This is an optimization exercise on Yosys and OpenROAD, whose aim is small area and a short achievable clock period, not a production implementation. The RTL was checked by simulation tests, not by an equivalence proof against the original design. The clock input has no modelled driver; a real chip could not lean on it and would need a root buffer or a full tree. Power and IR drop assume default switching activity.

job 101:
## voting_machine
module voting_machine(clk, reset, vote_r, vote_b, confirmY, confirmN, hex_count0, hex_count1, hex_count2, hex_count3,enable_vga,VGA_R,VGA_G,VGA_B,VGA_HS,VGA_VS,VGA_SYNC,VGA_BLANK);
input clk, reset, vote_r, vote_b, confirmY, confirmN, enable_vga;
output [6:0] hex_count0, hex_count1, hex_count2, hex_count3;
output [7:0] VGA_R, VGA_G, VGA_B;
output VGA_BLANK, VGA_SYNC, VGA_HS, VGA_VS;
localparam [3:0]
	S_WAIT   = 4'b0000,
	S_RP     = 4'b0001,
	S_RR     = 4'b0010,
	S_BP     = 4'b0100,
	S_BR     = 4'b0101,
	S_DISP   = 4'b0111,
	S_CW_R   = 4'b1000,
	S_CW_B   = 4'b1001,
	S_YP_R   = 4'b1010,
	S_YP_B   = 4'b1011,
	S_YR_R   = 4'b1100,
	S_YR_B   = 4'b1101,
	S_NP     = 4'b1110,
	S_NR     = 4'b1111;
reg [3:0] state;
reg [15:0] count_t, count_b;
wire [16:0] ct, cb;
assign ct[0] = (state == S_YR_R) || (state == S_YR_B);
assign cb[0] = (state == S_YR_B);
genvar gi;
generate for (gi = 0; gi < 16; gi = gi + 1) begin : g_inc
	assign ct[gi+1] = ct[gi] & count_t[gi];
	assign cb[gi+1] = cb[gi] & count_b[gi];
end endgenerate
wire [15:0] inc_t = ct[15:0];
wire [15:0] inc_b = cb[15:0];
reg [3:0] nstate;
always @(*)
	case (state)
		S_WAIT:  nstate = !vote_b ? S_BP : !vote_r ? S_RP : enable_vga ? S_DISP : S_WAIT;
		S_BP:    nstate = !vote_b ? S_BP : S_BR;
		S_BR:    nstate = S_CW_B;
		S_RP:    nstate = !vote_r ? S_RP : S_RR;
		S_RR:    nstate = S_CW_R;
		S_CW_R:  nstate = !confirmY ? S_YP_R : !confirmN ? S_NP : S_CW_R;
		S_CW_B:  nstate = !confirmY ? S_YP_B : !confirmN ? S_NP : S_CW_B;
  ...
Size in the first run: roughly 63 I/O pins, ~4800 sq um of cells after synthesis.
Settings: LEC_CHECK=0, CAP_MARGIN=60, CORE_MARGIN=2, CORE_UTILIZATION=40, SLEW_MARGIN=60; clock period 100.0 ns.
standard.sh (not shown) runs the stock make flow with config.mk's settings and CLKGATE_MAP_FILE= SYNTH_SCRIPT=/design/flow/synth_recipe.tcl, a recipe that flattens the netlist after the stock synthesis.
==> flow/flow/run.sh <==
#!/bin/bash
# The standard layout (standard.sh) with three changes:
#  - after the standard synthesis, the combinational logic between the
#    registers is mapped again with an area-oriented ABC script; every
#    register keeps its instance name and cell type (flow/resynth.sh);
#  - ports are buffered with the smallest buffer instead of the delay buffer
#    buffer_ports picks by default;
#  - clock tree synthesis uses smaller clock buffers and no dummy loads.
# Each tool's output goes to a log file of its own in this folder.
set -euo pipefail
KNOBS=(
  "PRE_CTS_TCL=$PWD/flow/clock_tree.tcl"
  "BUFFER_PORTS_ARGS=-buffer_cell sky130_fd_sc_hd__buf_1"
  "CTS_ARGS=-sink_clustering_enable -repair_clock_nets -dont_use_dummy_load -buf_list {sky130_fd_sc_hd__clkbuf_4 sky130_fd_sc_hd__clkbuf_8}"
)
RES=orfs/results/${FLOW_PLATFORM}/voting_machine/base
bash standard.sh "${KNOBS[@]}" "$PWD/$RES/1_2_yosys.v" > synth.log 2>&1
bash flow/resynth.sh "$RES/1_2_yosys.v" > resynth.log 2>&1
bash standard.sh "${KNOBS[@]}" finish > layout.log 2>&1
==> flow/flow/clock_tree.tcl <==
# Clock tree of one level: the clock port drives NBUF clock buffers, each
# driving the clock pins of one group of registers (groups by k-means on
# register location). Replaces clock_tree_synthesis for this small design.
set nbuf 4
set block [ord::get_db_block]
set db [ord::get_db]
set clknet [$block findNet clk]
set sinks {}
foreach it [$clknet getITerms] {
  set inst [$it getInst]
  lassign [$inst getLocation] x y
  set m [$inst getMaster]
  set cx [expr {$x + [$m getWidth] / 2}]
  set cy [expr {$y + [$m getHeight] / 2}]
  lappend sinks [list $it $cx $cy]
}
set n [llength $sinks]
puts "manual clock tree: $n sinks, $nbuf buffers"
# k-means, seeded by spreading over the sinks sorted by x then y
set sorted [lsort -integer -index 1 $sinks]
set cent {}
for {set k 0} {$k < $nbuf} {incr k} {
  set s [lindex $sorted [expr {int(($k + 0.5) * $n / $nbuf)}]]
  lappend cent [list [lindex $s 1] [lindex $s 2]]
}
for {set iter 0} {$iter < 30} {incr iter} {
  set groups {}
  for {set k 0} {$k < $nbuf} {incr k} { lappend groups {} }
  foreach s $sinks {
    set best 0; set bd 1e30
    for {set k 0} {$k < $nbuf} {incr k} {
      lassign [lindex $cent $k] gx gy
      set d [expr {abs([lindex $s 1] - $gx) + abs([lindex $s 2] - $gy)}]
      if {$d < $bd} { set bd $d; set best $k }
    }
    lset groups $best [concat [lindex $groups $best] [list $s]]
  }
  set newc {}
  for {set k 0} {$k < $nbuf} {incr k} {
    set g [lindex $groups $k]
    if {[llength $g] == 0} { lappend newc [lindex $cent $k]; continue }
    set sx 0; set sy 0
    foreach s $g { set sx [expr {$sx + [lindex $s 1]}]; set sy [expr {$sy + [lindex $s 2]}] }
    lappend newc [list [expr {$sx / [llength $g]}] [expr {$sy / [llength $g]}]]
  }
  set cent $newc
}
set master [$db findMaster sky130_fd_sc_hd__clkbuf_16]
for {set k 0} {$k < $nbuf} {incr k} {
  set g [lindex $groups $k]
  if {[llength $g] == 0} continue
  set buf [odb::dbInst_create $block $master "clkbuf_m_$k"]
  set net [odb::dbNet_create $block "clknet_m_$k"]
  $net setSigType CLOCK
  [$buf findITerm A] connect $clknet
  [$buf findITerm X] connect $net
  foreach s $g {
    set it [lindex $s 0]
    $it disconnect
    $it connect $net
  }
  lassign [lindex $cent $k] gx gy
  $buf setLocation [expr {int($gx)}] [expr {int($gy)}]
  $buf setPlacementStatus PLACED
  puts "  buffer $k: [llength $g] sinks at $gx $gy"
}
$clknet setSigType CLOCK
global_connect
rename clock_tree_synthesis my_unused_clock_tree_synthesis
proc clock_tree_synthesis {args} {
  puts "clock_tree_synthesis skipped: clock tree built by PRE_CTS_TCL"
  set_propagated_clock [all_clocks]
}
Other scripts of this flow, unchanged in this note and not shown: flow/flow/resynth.sh
Inputs modified between job 101 and job 102:
diff --git a/flow/flow/clock_tree.tcl b/flow/flow/clock_tree.tcl
--- a/flow/flow/clock_tree.tcl
+++ b/flow/flow/clock_tree.tcl
@@ -1 +1,20 @@
+# Drive strength: registers that start paths to the output ports get the
+# strongest variant of their cell type, then cells on the slowest paths to the
+# outputs are sized up (sizing only: no buffers, no restructuring).
+set db [ord::get_db]
+set block [ord::get_db_block]
+foreach inst [$block getInsts] {
+  set n [$inst getName]
+  if {[string match "count_t*" $n] || [string match "disp*" $n] || [string match "off*" $n]} {
+    set m [[$inst getMaster] getName]
+    regsub {_[12]$} $m {_4} nm
+    if {$nm ne $m} {
+      set nmaster [$db findMaster $nm]
+      if {$nmaster ne "NULL" && $nmaster ne ""} { $inst swapMaster $nmaster; puts "upsized $n to $nm" }
+    }
+  }
+}
+estimate_parasitics -placement
+repair_timing -setup -setup_margin 79.0 -sequence "sizeup,swap" -skip_last_gasp -verbose
+
 # Clock tree of one level: the clock port drives NBUF clock buffers, each
### Flow results
Compared with job 101, job 102 shows a higher fraction of layout cells with a size suffix above 1. The worst relative slew slack of job 102 exceeds that of job 101 by 0.32 points. Job 102 vs. job 101: path length in cells of the critical path held, power share of the clock group went down 0.8 points. The switching power summed over all nets in job 102 is 1.06 times that in job 101. Job 102 falls short of job 101 in via count. Compared with job 101, in job 102 utilization of the core after routing now larger; number of fillers in the final layout went down 5; worst hold-check slack level; global-route wire length before repair increased about 1.8%; well-tap cell count shows no meaningful change.
No run of this note takes its clock network from TritonCTS; it comes from the design's own scripts or RTL.

[static timing again, ports no longer ideal]
In the flow no input, the clock included, has a driving cell. The finished layouts below were timed again as built, in two steps.
Step 1 (the two cells are an assumption about what drives the block):
set clk [get_ports {clk}]
set_driving_cell -lib_cell sky130_fd_sc_hd__clkbuf_16 $clk
set_driving_cell -lib_cell sky130_fd_sc_hd__buf_2 [delete_from_list [all_inputs] $clk]
Step 2 also shifts input and output timing later by t, the mid clock arrival at the registers, as if the neighbouring blocks saw the same clock.
Slacks: ideal ports / drivers / drivers and shift; pairs: ideal ports / drivers.
| run | shift t [ns] | setup slack, ns | worst register clock-pin slew, ns | pins driven straight from the clock port |
|---|---|---|---|---|
| job 101 | 0.235 | 77.547 / 77.464 / 77.699 | 0.10 / 0.10 | 4 |
| job 102 | 0.236 | 77.908 / 77.825 / 78.062 | 0.10 / 0.10 | 4 |
After both steps setup and hold are still met in every run listed.
